From an optimization exercise on the open Yosys and OpenROAD flow, aimed at small area, a short achievable clock period and few clock cycles; shortcuts taken in it are not production practice.
Function was checked by simulation only, so behaviour that the tests miss may differ from the original.
Power is estimated from default activity; no workload was simulated.

==> inputs of yarrow <==
==> flow/design.v (excerpt) <==
module Pops(Clk,Rst,imem_addr,imem_rdata,dmem_addr,dmem_wdata,dmem_we,dmem_rdata);
	input Clk,Rst;
	output [31:0] imem_addr;
	input  [31:0] imem_rdata;
	output [31:0] dmem_addr;
	output [31:0] dmem_wdata;
	output        dmem_we;
	input  [31:0] dmem_rdata;
	reg [31:2] pc_e;             
	reg [31:0] a_e, b_e, op2_e;  
	reg [ 4:0] rd_e;
	reg [ 2:0] f3_e;             
	reg        sub_e, arith_e;
	reg        wen_e, st_e, ld_e, link_e, br_e, jal_e, jalr_e;
	wire [31:0] alu_res, sum;
	ALU ALUUnit(alu_res, sum, a_e, op2_e, sub_e, f3_e, arith_e);
	wire [31:2] pc_seq = pc_e + 30'd1;
	wire [31:2] pc_tgt = pc_e + op2_e[31:2];
	wire eq  = (a_e == b_e);
	wire lt  = ($signed(a_e) < $signed(b_e));
	wire cnd = f3_e[2] ? (lt ^ f3_e[0]) : (eq ^ f3_e[0]);
	wire taken = jal_e | (br_e & cnd);
	wire [31:2] npc = jalr_e ? sum[31:2] : taken ? pc_tgt : pc_seq;
	wire [31:0] wb = ld_e ? dmem_rdata : link_e ? {pc_seq, 2'b00} : alu_res;
	assign imem_addr  = {npc, 2'b00};
	assign dmem_addr  = sum;
	assign dmem_wdata = b_e;
	assign dmem_we    = st_e;
	wire [31:0] ins = imem_rdata;
	wire [4:0]  op  = ins[6:2];
	wire [4:0]  rs1 = ins[19:15];
	wire [4:0]  rs2 = ins[24:20];
	wire [4:0]  rd  = ins[11:7];
	wire [2:0]  f3  = ins[14:12];
	wire is_lui  = (op == 5'b01101);
	wire is_jal  = (op == 5'b11011);
	wire is_jalr = (op == 5'b11001);
	wire is_br   = (op == 5'b11000);
	wire is_ld   = (op == 5'b00000);
	wire is_st   = (op == 5'b01000);
	wire is_opi  = (op == 5'b00100);
	wire is_op   = (op == 5'b01100);
  ...
==> module Pops, before the edit <==
module Pops(Clk,Rst,imem_addr,imem_rdata,dmem_addr,dmem_wdata,dmem_we,dmem_rdata);
	input Clk,Rst;
	output [31:0] imem_addr;
	input  [31:0] imem_rdata;
	output [31:0] dmem_addr;
	output [31:0] dmem_wdata;
	output        dmem_we;
	input  [31:0] dmem_rdata;
	reg [31:2] pc_e;             
	reg [31:0] a_e, b_e, op2_e;  
	reg [ 4:0] rd_e;
	reg [ 2:0] f3_e;             
	reg        sub_e, arith_e;
	reg        wen_e, st_e, ld_e, link_e, br_e, jal_e, jalr_e;
	wire [31:0] alu_res, sum;
	ALU ALUUnit(alu_res, sum, a_e, op2_e, sub_e, f3_e, arith_e);
	wire [31:2] pc_seq = pc_e + 30'd1;
	wire [31:2] pc_tgt = pc_e + op2_e[31:2];
	wire eq  = (a_e == b_e);
	wire lt  = ($signed(a_e) < $signed(b_e));
	wire cnd = f3_e[2] ? (lt ^ f3_e[0]) : (eq ^ f3_e[0]);
	wire taken = jal_e | (br_e & cnd);
	wire [31:2] npc = jalr_e ? sum[31:2] : taken ? pc_tgt : pc_seq;
	wire [31:0] wb = ld_e ? dmem_rdata : link_e ? {pc_seq, 2'b00} : alu_res;
	assign imem_addr  = {npc, 2'b00};
	assign dmem_addr  = sum;
	assign dmem_wdata = b_e;
	assign dmem_we    = st_e;
	wire [31:0] ins = imem_rdata;
	wire [4:0]  op  = ins[6:2];
	wire [4:0]  rs1 = ins[19:15];
	wire [4:0]  rs2 = ins[24:20];
	wire [4:0]  rd  = ins[11:7];
	wire [2:0]  f3  = ins[14:12];
	wire is_lui  = (op == 5'b01101);
	wire is_jal  = (op == 5'b11011);
	wire is_jalr = (op == 5'b11001);
	wire is_br   = (op == 5'b11000);
	wire is_ld   = (op == 5'b00000);
	wire is_st   = (op == 5'b01000);
	wire is_opi  = (op == 5'b00100);
	wire is_op   = (op == 5'b01100);
	wire writes  = is_lui | is_jal | is_jalr | is_ld | is_opi | is_op;
	wire is_sub  = is_op & (f3 == 3'b000) & ins[30];
	wire [31:0] imm_i = {{20{ins[31]}}, ins[31:20]};
	wire [31:0] imm_s = {{20{ins[31]}}, ins[31:25], ins[11:7]};
	wire [31:0] imm_b = {{19{ins[31]}}, ins[31], ins[7], ins[30:25], ins[11:8], 1'b0};
	wire [31:0] imm_j = {{11{ins[31]}}, ins[31], ins[19:12], ins[20], ins[30:21], 1'b0};
	wire [31:0] imm_u = {ins[31:12], 12'd0};
	wire [31:0] imm   = is_st ? imm_s : is_br ? imm_b : is_jal ? imm_j : is_lui ? imm_u : imm_i;
	wire [31:0] r1, r2;
	RegisterFile GPR(r1, r2, rs1, rs2, rd_e, wb, Clk, wen_e);
	wire [31:0] s1 = (wen_e && rd_e == rs1) ? wb : r1;
	wire [31:0] s2 = (wen_e && rd_e == rs2) ? wb : r2;
	always @(posedge Clk) begin
		a_e     <= is_lui ? 32'd0 : s1;
		b_e     <= s2;
		op2_e   <= is_op ? (is_sub ? ~s2 : s2) : imm;
		rd_e    <= rd;
		f3_e    <= (is_op | is_opi | is_br) ? f3 : 3'b000;
		sub_e   <= is_sub;
		arith_e <= ins[30];
		ld_e    <= is_ld;
		link_e  <= is_jal | is_jalr;
	end
	always @(posedge Clk or negedge Rst) begin
		if (~Rst) begin
			pc_e   <= 30'h3FFFFFFF;      
			wen_e  <= 1'b0;
			st_e   <= 1'b0;
			br_e   <= 1'b0;
			jal_e  <= 1'b0;
			jalr_e <= 1'b0;
		end else begin
			pc_e   <= npc;
			wen_e  <= writes & (rd != 5'd0);
			st_e   <= is_st;
			br_e   <= is_br;
			jal_e  <= is_jal;
			jalr_e <= is_jalr;
		end
	end
endmodule
==> module ALU, before the edit <==
module ALU(Result,Sum,A,op2,sub,f3,arith);
	output reg [31:0] Result;
	output     [31:0] Sum;
	input      [31:0] A,op2;
	input             sub,arith;
	input      [ 2:0] f3;
	wire [4:0]  sh = op2[4:0];
	wire signed [32:0] A_ext = {arith & A[31], A};
	wire [32:0] srl_w = A_ext >>> sh;
	wire [31:0] srl_r = srl_w[31:0];
	wire [31:0] sll_r = A << sh;
	assign Sum = A + op2 + {31'd0, sub};
	always @(*)
		case (f3)
			3'b001:  Result = sll_r;
			3'b100:  Result = A ^ op2;
			3'b101:  Result = srl_r;
			3'b110:  Result = A | op2;
			3'b111:  Result = A & op2;
			default: Result = Sum;
		endcase
endmodule
==> module RegisterFile, before the edit <==
module RegisterFile(data1,data2,read1,read2,writeReg,writeData,Clk,regWen);
	output      [31:0] data1,data2;
	input       [31:0] writeData;
	input       [ 4:0] read1,read2,writeReg;
	input              Clk,regWen;
	reg  [31:0] registerbank [1:31];
	wire [31:0] rd_bank [0:31];
	assign rd_bank[0] = 32'd0;
	genvar i;
	generate
		for (i = 1; i < 32; i = i + 1) begin : g_reg
			assign rd_bank[i] = registerbank[i];
			always @(posedge Clk)
				if (regWen && writeReg == i)
					registerbank[i] <= writeData;
		end
	endgenerate
	assign data1 = rd_bank[read1];
	assign data2 = rd_bank[read2];
endmodule
make LEC_CHECK=0 CAP_MARGIN=20 CORE_MARGIN=2 CORE_UTILIZATION=40 PLACE_DENSITY=0.6 SLEW_MARGIN=20 finish   # period 7.5 ns
run.sh (not shown) runs the stock make flow with config.mk's settings and CLKGATE_MAP_FILE= SYNTH_SCRIPT=/design/flow/synth_recipe.tcl, a recipe that flattens the netlist after the stock synthesis.
==> indigo: changes against yarrow <==
--- a/flow/design.v
+++ b/flow/design.v
@@ -50,12 +50,18 @@
 	input  [31:0] dmem_rdata;
-	reg [31:2] pc_e;             
+	reg [31:2] pc_f;             
 	reg [31:0] a_e, b_e, op2_e;  
+	reg [31:2] alt_e;            
 	reg [ 4:0] rd_e;
 	reg [ 2:0] f3_e;             
-	reg        sub_e, arith_e;
-	reg        wen_e, st_e, ld_e, link_e, br_e, jal_e, jalr_e;
+	reg        sub_e, arith_e, link_e, ptk_e;
+	reg        wen_e, st_e, ld_e, br_e, jalr_e;
+	reg [31:0] res_m, sd_m;
+	reg [ 4:0] rd_m;
+	reg        wen_m, st_m, ld_m;
+	assign dmem_addr  = res_m;
+	assign dmem_wdata = sd_m;
+	assign dmem_we    = st_m;
+	wire [31:0] wb_m = ld_m ? dmem_rdata : res_m;
 	wire [31:0] alu_res, sum;
 	ALU ALUUnit(alu_res, sum, a_e, op2_e, sub_e, f3_e, arith_e);
-	wire [31:2] pc_seq = pc_e + 30'd1;
-	wire [31:2] pc_tgt = pc_e + op2_e[31:2];
 	wire eq  = (a_e == b_e);
@@ -63,9 +69,6 @@
 	wire cnd = f3_e[2] ? (lt ^ f3_e[0]) : (eq ^ f3_e[0]);
-	wire taken = jal_e | (br_e & cnd);
-	wire [31:2] npc = jalr_e ? sum[31:2] : taken ? pc_tgt : pc_seq;
-	wire [31:0] wb = ld_e ? dmem_rdata : link_e ? {pc_seq, 2'b00} : alu_res;
-	assign imem_addr  = {npc, 2'b00};
-	assign dmem_addr  = sum;
-	assign dmem_wdata = b_e;
-	assign dmem_we    = st_e;
+	wire redirect = jalr_e | (br_e & (cnd ^ ptk_e));
+	wire [31:2] redir_pc = jalr_e ? sum[31:2] : alt_e;
+	wire [31:0] res_e = link_e ? {alt_e, 2'b00} : alu_res;
+	assign imem_addr = {pc_f, 2'b00};
 	wire [31:0] ins = imem_rdata;
@@ -86,12 +89,19 @@
 	wire is_sub  = is_op & (f3 == 3'b000) & ins[30];
+	wire use1    = ~(is_lui | is_jal);
+	wire use2    = is_op | is_st | is_br;
 	wire [31:0] imm_i = {{20{ins[31]}}, ins[31:20]};
 	wire [31:0] imm_s = {{20{ins[31]}}, ins[31:25], ins[11:7]};
-	wire [31:0] imm_b = {{19{ins[31]}}, ins[31], ins[7], ins[30:25], ins[11:8], 1'b0};
-	wire [31:0] imm_j = {{11{ins[31]}}, ins[31], ins[19:12], ins[20], ins[30:21], 1'b0};
 	wire [31:0] imm_u = {ins[31:12], 12'd0};
-	wire [31:0] imm   = is_st ? imm_s : is_br ? imm_b : is_jal ? imm_j : is_lui ? imm_u : imm_i;
+	wire [31:0] imm   = is_st ? imm_s : is_lui ? imm_u : imm_i;
+	wire [31:2] off_b = {{19{ins[31]}}, ins[31], ins[7], ins[30:25], ins[11:9]};
+	wire [31:2] off_j = {{11{ins[31]}}, ins[31], ins[19:12], ins[20], ins[30:22]};
+	wire [31:2] pc_seq = pc_f + 30'd1;
+	wire [31:2] pc_tgt = pc_f + (is_jal ? off_j : off_b);
+	wire        ptk    = is_jal | (is_br & ins[31]);
+	wire stall = ld_e & ((use1 & rd_e == rs1) | (use2 & rd_e == rs2));
 	wire [31:0] r1, r2;
-	RegisterFile GPR(r1, r2, rs1, rs2, rd_e, wb, Clk, wen_e);
-	wire [31:0] s1 = (wen_e && rd_e == rs1) ? wb : r1;
-	wire [31:0] s2 = (wen_e && rd_e == rs2) ? wb : r2;
+	RegisterFile GPR(r1, r2, rs1, rs2, rd_m, wb_m, Clk, wen_m);
+	wire [31:0] s1 = (wen_e && rd_e == rs1) ? res_e : (wen_m && rd_m == rs1) ? wb_m : r1;
+	wire [31:0] s2 = (wen_e && rd_e == rs2) ? res_e : (wen_m && rd_m == rs2) ? wb_m : r2;
+	wire kill = redirect | stall;    
 	always @(posedge Clk) begin
@@ -100,2 +110,3 @@
 		op2_e   <= is_op ? (is_sub ? ~s2 : s2) : imm;
+		alt_e   <= (is_br & ~ins[31]) ? pc_tgt : pc_seq;
 		rd_e    <= rd;
@@ -104,4 +115,8 @@
 		arith_e <= ins[30];
-		ld_e    <= is_ld;
 		link_e  <= is_jal | is_jalr;
+		ptk_e   <= ins[31];
+		res_m   <= res_e;
+		sd_m    <= b_e;
+		rd_m    <= rd_e;
+		ld_m    <= ld_e;
 	end
@@ -109,15 +124,19 @@
 		if (~Rst) begin
-			pc_e   <= 30'h3FFFFFFF;      
+			pc_f   <= 30'd0;
 			wen_e  <= 1'b0;
 			st_e   <= 1'b0;
+			ld_e   <= 1'b0;
 			br_e   <= 1'b0;
-			jal_e  <= 1'b0;
 			jalr_e <= 1'b0;
+			wen_m  <= 1'b0;
+			st_m   <= 1'b0;
 		end else begin
-			pc_e   <= npc;
-			wen_e  <= writes & (rd != 5'd0);
-			st_e   <= is_st;
-			br_e   <= is_br;
-			jal_e  <= is_jal;
-			jalr_e <= is_jalr;
+			pc_f   <= redirect ? redir_pc : stall ? pc_f : ptk ? pc_tgt : pc_seq;
+			wen_e  <= ~kill & writes & (rd != 5'd0);
+			st_e   <= ~kill & is_st;
+			ld_e   <= ~kill & is_ld;
+			br_e   <= ~kill & is_br;
+			jalr_e <= ~kill & is_jalr;
+			wen_m  <= wen_e;
+			st_m   <= st_e;
 		end
- ABC_CLOCK_PERIOD_IN_PS: default -> 3500
- SETUP_SLACK_MARGIN: default -> 4
==> pepper: changes against yarrow <==
==> flow/design.v (replaced) <==
module ALU(Result,Sum,A,op2,sub,arith,sel);
	output     [31:0] Result;
	output     [31:0] Sum;
	input      [31:0] A,op2;
	input             sub,arith;
	input      [ 5:0] sel;           
	function [31:0] rev(input [31:0] x);
		integer i;
		for (i = 0; i < 32; i = i + 1) rev[i] = x[31-i];
	endfunction
	wire [4:0]  sh = op2[4:0];
	wire signed [32:0] A_ext = {arith & A[31], sel[5] ? rev(A) : A};
	wire [32:0] sr_w = A_ext >>> sh;
	wire [31:0] sr = sr_w[31:0];
	assign Sum = A + op2 + {31'd0, sub};
	assign Result = ({32{sel[0]}} & Sum)
	              | ({32{sel[1]}} & (A & op2))
	              | ({32{sel[2]}} & (A | op2))
	              | ({32{sel[3]}} & (A ^ op2))
	              | ({32{sel[4]}} & sr)
	              | ({32{sel[5]}} & rev(sr));
endmodule
module RegisterFile(data1,data2,read1,read2,writeReg,writeData,Clk,regWen);
	output reg  [31:0] data1,data2;
	input       [31:0] writeData;
	input       [ 4:0] read1,read2,writeReg;
	input              Clk,regWen;
	reg  [31:0] registerbank [1:31];
	integer k;
	genvar i;
	generate
		for (i = 1; i < 32; i = i + 1) begin : g_reg
			always @(posedge Clk)
				if (regWen && writeReg == i)
					registerbank[i] <= writeData;
		end
	endgenerate
	always @(*) begin
		data1 = 32'd0; data2 = 32'd0;
		for (k = 1; k < 32; k = k + 1) begin
			data1 = data1 | ({32{read1 == k}} & registerbank[k]);
			data2 = data2 | ({32{read2 == k}} & registerbank[k]);
		end
	end
endmodule
module Pops(Clk,Rst,imem_addr,imem_rdata,dmem_addr,dmem_wdata,dmem_we,dmem_rdata);
	input Clk,Rst;
	output [31:0] imem_addr;
	input  [31:0] imem_rdata;
	output [31:0] dmem_addr;
	output [31:0] dmem_wdata;
	output        dmem_we;
	input  [31:0] dmem_rdata;
	reg [31:2] pc_f;             
	reg [31:0] a_e, b_e, op2_e;  
	reg [31:2] alt_e;            
	reg [ 4:0] rd_e;
	reg [ 5:0] sel_e;            
	reg [ 1:0] bc_e;             
	reg        sub_e, arith_e, link_e, ptk_e;
	reg        wen_e, st_e, ld_e, br_e, jalr_e;
	reg [31:0] res_m, sd_m;
	reg [ 4:0] rd_m;
	reg        wen_m, st_m, ld_m;
	assign dmem_addr  = res_m;
	assign dmem_wdata = sd_m;
	assign dmem_we    = st_m;
	wire [31:0] wb_m = ld_m ? dmem_rdata : res_m;
	wire [31:0] alu_res, sum;
	ALU ALUUnit(alu_res, sum, a_e, op2_e, sub_e, arith_e, sel_e);
	wire eq  = (a_e == b_e);
	wire lt  = ($signed(a_e) < $signed(b_e));
	wire cnd = bc_e[1] ? (lt ^ bc_e[0]) : (eq ^ bc_e[0]);
	wire redirect = jalr_e | (br_e & (cnd ^ ptk_e));
	wire [31:2] redir_pc = jalr_e ? sum[31:2] : alt_e;
	wire [31:0] res_e = alu_res | ({32{link_e}} & {alt_e, 2'b00});
	assign imem_addr = {pc_f, 2'b00};
	wire [31:0] ins = imem_rdata;
	wire [4:0]  op  = ins[6:2];
	wire [4:0]  rs1 = ins[19:15];
	wire [4:0]  rs2 = ins[24:20];
	wire [4:0]  rd  = ins[11:7];
	wire [2:0]  f3  = ins[14:12];
	wire is_lui  = (op == 5'b01101);
	wire is_jal  = (op == 5'b11011);
	wire is_jalr = (op == 5'b11001);
	wire is_br   = (op == 5'b11000);
	wire is_ld   = (op == 5'b00000);
	wire is_st   = (op == 5'b01000);
	wire is_opi  = (op == 5'b00100);
	wire is_op   = (op == 5'b01100);
	wire writes  = is_lui | is_jal | is_jalr | is_ld | is_opi | is_op;
	wire is_sub  = is_op & (f3 == 3'b000) & ins[30];
	wire alu     = is_op | is_opi;
	wire use1    = ~(is_lui | is_jal);
	wire use2    = is_op | is_st | is_br;
	wire [31:0] imm_i = {{20{ins[31]}}, ins[31:20]};
	wire [31:0] imm_s = {{20{ins[31]}}, ins[31:25], ins[11:7]};
	wire [31:0] imm_u = {ins[31:12], 12'd0};
	wire [31:0] imm   = is_st ? imm_s : is_lui ? imm_u : imm_i;
	wire [11:0] lo_b  = {1'b0, pc_f[12:2]} + {1'b0, ins[31], ins[7], ins[30:25], ins[11:9]};
	wire [19:0] lo_j  = {1'b0, pc_f[20:2]} + {1'b0, ins[31], ins[19:12], ins[20], ins[30:22]};
	wire [31:13] hb_p = pc_f[31:13] + 19'd1;
	wire [31:13] hb_m = pc_f[31:13] - 19'd1;
	wire [31:21] hj_p = pc_f[31:21] + 11'd1;
	wire [31:21] hj_m = pc_f[31:21] - 11'd1;
	wire [31:13] hi_b = (ins[31] == lo_b[11]) ? pc_f[31:13] : ins[31] ? hb_m : hb_p;
	wire [31:21] hi_j = (ins[31] == lo_j[19]) ? pc_f[31:21] : ins[31] ? hj_m : hj_p;
	wire [31:2] tgt_b = {hi_b, lo_b[10:0]};
	wire [31:2] tgt_j = {hi_j, lo_j[18:0]};
	wire [31:2] pc_seq = pc_f + 30'd1;
	wire [31:2] pc_tgt = is_jal ? tgt_j : tgt_b;
	wire        ptk    = is_jal | (is_br & ins[31]);
	wire stall = ld_e & ((use1 & rd_e == rs1) | (use2 & rd_e == rs2));
	wire [31:0] r1, r2;
	RegisterFile GPR(r1, r2, rs1, rs2, rd_m, wb_m, Clk, wen_m);
	wire [31:0] s1 = (wen_e && rd_e == rs1) ? res_e : (wen_m && rd_m == rs1) ? wb_m : r1;
	wire [31:0] s2 = (wen_e && rd_e == rs2) ? res_e : (wen_m && rd_m == rs2) ? wb_m : r2;
	wire kill = redirect | stall;    
	always @(posedge Clk) begin
		a_e     <= is_lui ? 32'd0 : s1;
		b_e     <= s2;
		op2_e   <= is_op ? (is_sub ? ~s2 : s2) : imm;
		alt_e   <= (is_br & ~ins[31]) ? tgt_b : pc_seq;
		rd_e    <= rd;
		bc_e    <= {f3[2], f3[0]};
		sel_e   <= {alu & (f3 == 3'b001), alu & (f3 == 3'b101), alu & (f3 == 3'b100),
		            alu & (f3 == 3'b110), alu & (f3 == 3'b111),
		            ~(alu & (f3 != 3'b000)) & ~(is_jal | is_jalr)};
		sub_e   <= is_sub;
		arith_e <= ins[30];
		link_e  <= is_jal | is_jalr;
		ptk_e   <= ins[31];
		res_m   <= res_e;
		sd_m    <= b_e;
		rd_m    <= rd_e;
		ld_m    <= ld_e;
	end
	always @(posedge Clk or negedge Rst) begin
		if (~Rst) begin
			pc_f   <= 30'd0;
			wen_e  <= 1'b0;
			st_e   <= 1'b0;
			ld_e   <= 1'b0;
			br_e   <= 1'b0;
			jalr_e <= 1'b0;
			wen_m  <= 1'b0;
			st_m   <= 1'b0;
		end else begin
			pc_f   <= redirect ? redir_pc : stall ? pc_f : ptk ? pc_tgt : pc_seq;
			wen_e  <= ~kill & writes & (rd != 5'd0);
			st_e   <= ~kill & is_st;
			ld_e   <= ~kill & is_ld;
			br_e   <= ~kill & is_br;
			jalr_e <= ~kill & is_jalr;
			wen_m  <= wen_e;
			st_m   <= st_e;
		end
	end
endmodule
==> flow/flow/run.sh (new file) <==
#!/bin/bash
set -euo pipefail
export BUFFER_PORTS_ARGS="-buffer_cell sky130_fd_sc_hd__buf_4"
export CTS_ARGS="-sink_clustering_enable -repair_clock_nets -dont_use_dummy_load -sink_clustering_size 22 -sink_clustering_max_diameter 100"
bash standard.sh > standard.log 2>&1
cp -r orfs/logs flow_logs 2>/dev/null || true
==> flow/standard.sh (new file) <==
#!/bin/bash
# synth_recipe.tcl (not shown) runs the flow's synth.tcl, then flattens the netlist and writes it again
# the make line also repeats each setting of config.mk as NAME=value (left out here)
make -C /OpenROAD-flow-scripts/flow DESIGN_CONFIG=/design/flow/config.mk WORK_HOME=/design/flow/orfs CLKGATE_MAP_FILE= SYNTH_SCRIPT=/design/flow/synth_recipe.tcl "${@:-finish}"
- ABC_CLOCK_PERIOD_IN_PS: default -> 3500
- SETUP_SLACK_MARGIN: default -> 4
removed: flow/run.sh
==> results.yml <==
power:
  power_density_nw_per_um2: 282
  p_comb_w: 0.00655
  p_sw_frac: 0.342
grt:
  use_met1: 0.482
  grt_pass1_vias: 56220
clock_tree:
  cts_max_level: 4
floorplan:
  tap_cells: 2058
status:
  status: "complete, no violations"
finish:
  design_area_sq_um: 80600
setup_path:
  cp_top_family: "compound AO/OA/AOI/OAI gates"
-- figures above: indigo

==> results.yml <==
status:
  status: "complete, no violations"
power:
  power_density_nw_per_um2: 268
  p_comb_w: 0.00625
clock_tree:
  cts_max_level: 3
floorplan:
  tap_cells: 2030
-- figures above: pepper

==> results.yml <==
grt:
  use_met1: 0.476
  grt_pass1_vias: 48855
power:
  p_sw_frac: 0.335
  power_density_nw_per_um2: 288
  p_comb_w: 0.00521
finish:
  design_area_sq_um: 67200
status:
  status: "complete, no violations"
timing:
  min_period_ns: 6.99
-- figures above: yarrow

Testbench counts of yarrow, summed over its fixed seeds: cycles 37,434.
Testbench counts of indigo, summed over its fixed seeds: cycles 40,919.
Testbench counts of pepper, summed over its fixed seeds: cycles 40,919.

## re-timing with driven ports
In the flow no input, the clock included, has a driving cell. The finished layouts below were timed again as built, in two steps. Step 1 sets driving cells, clkbuf_16 on the clock port and buf_2 on the other inputs (assumed; they add their load-dependent delay and slew). Step 2 times the ports against the registers' clock, not the clock port: input delays grow and output delays shrink by t, the midpoint of the rising clock arrivals with the driver on. Slacks: no drivers / after step 1 / after step 2; pairs: no drivers / after step 1.
run | shift t [ns] | setup slack, ns | worst hold slack (ns) | worst setup path at the end | worst register clock-pin slew, ns
yarrow | 0.823 | 0.514 / 0.442 / 1.076 | 0.684 / 0.684 / 0.684 | input to register | 0.08 / 0.08
indigo | 0.891 | 3.449 / 3.429 / 2.539 | 0.348 / 0.348 / 0.348 | input to register | 0.08 / 0.08
pepper | 0.772 | 3.784 / 3.740 / 2.968 | 0.355 / 0.355 / 0.355 | input to register | 0.12 / 0.12
After both steps every run listed still meets setup and hold. The setup slack of indigo, which loses most, moves by -0.020 ns with the drivers and by -0.910 ns with both steps.
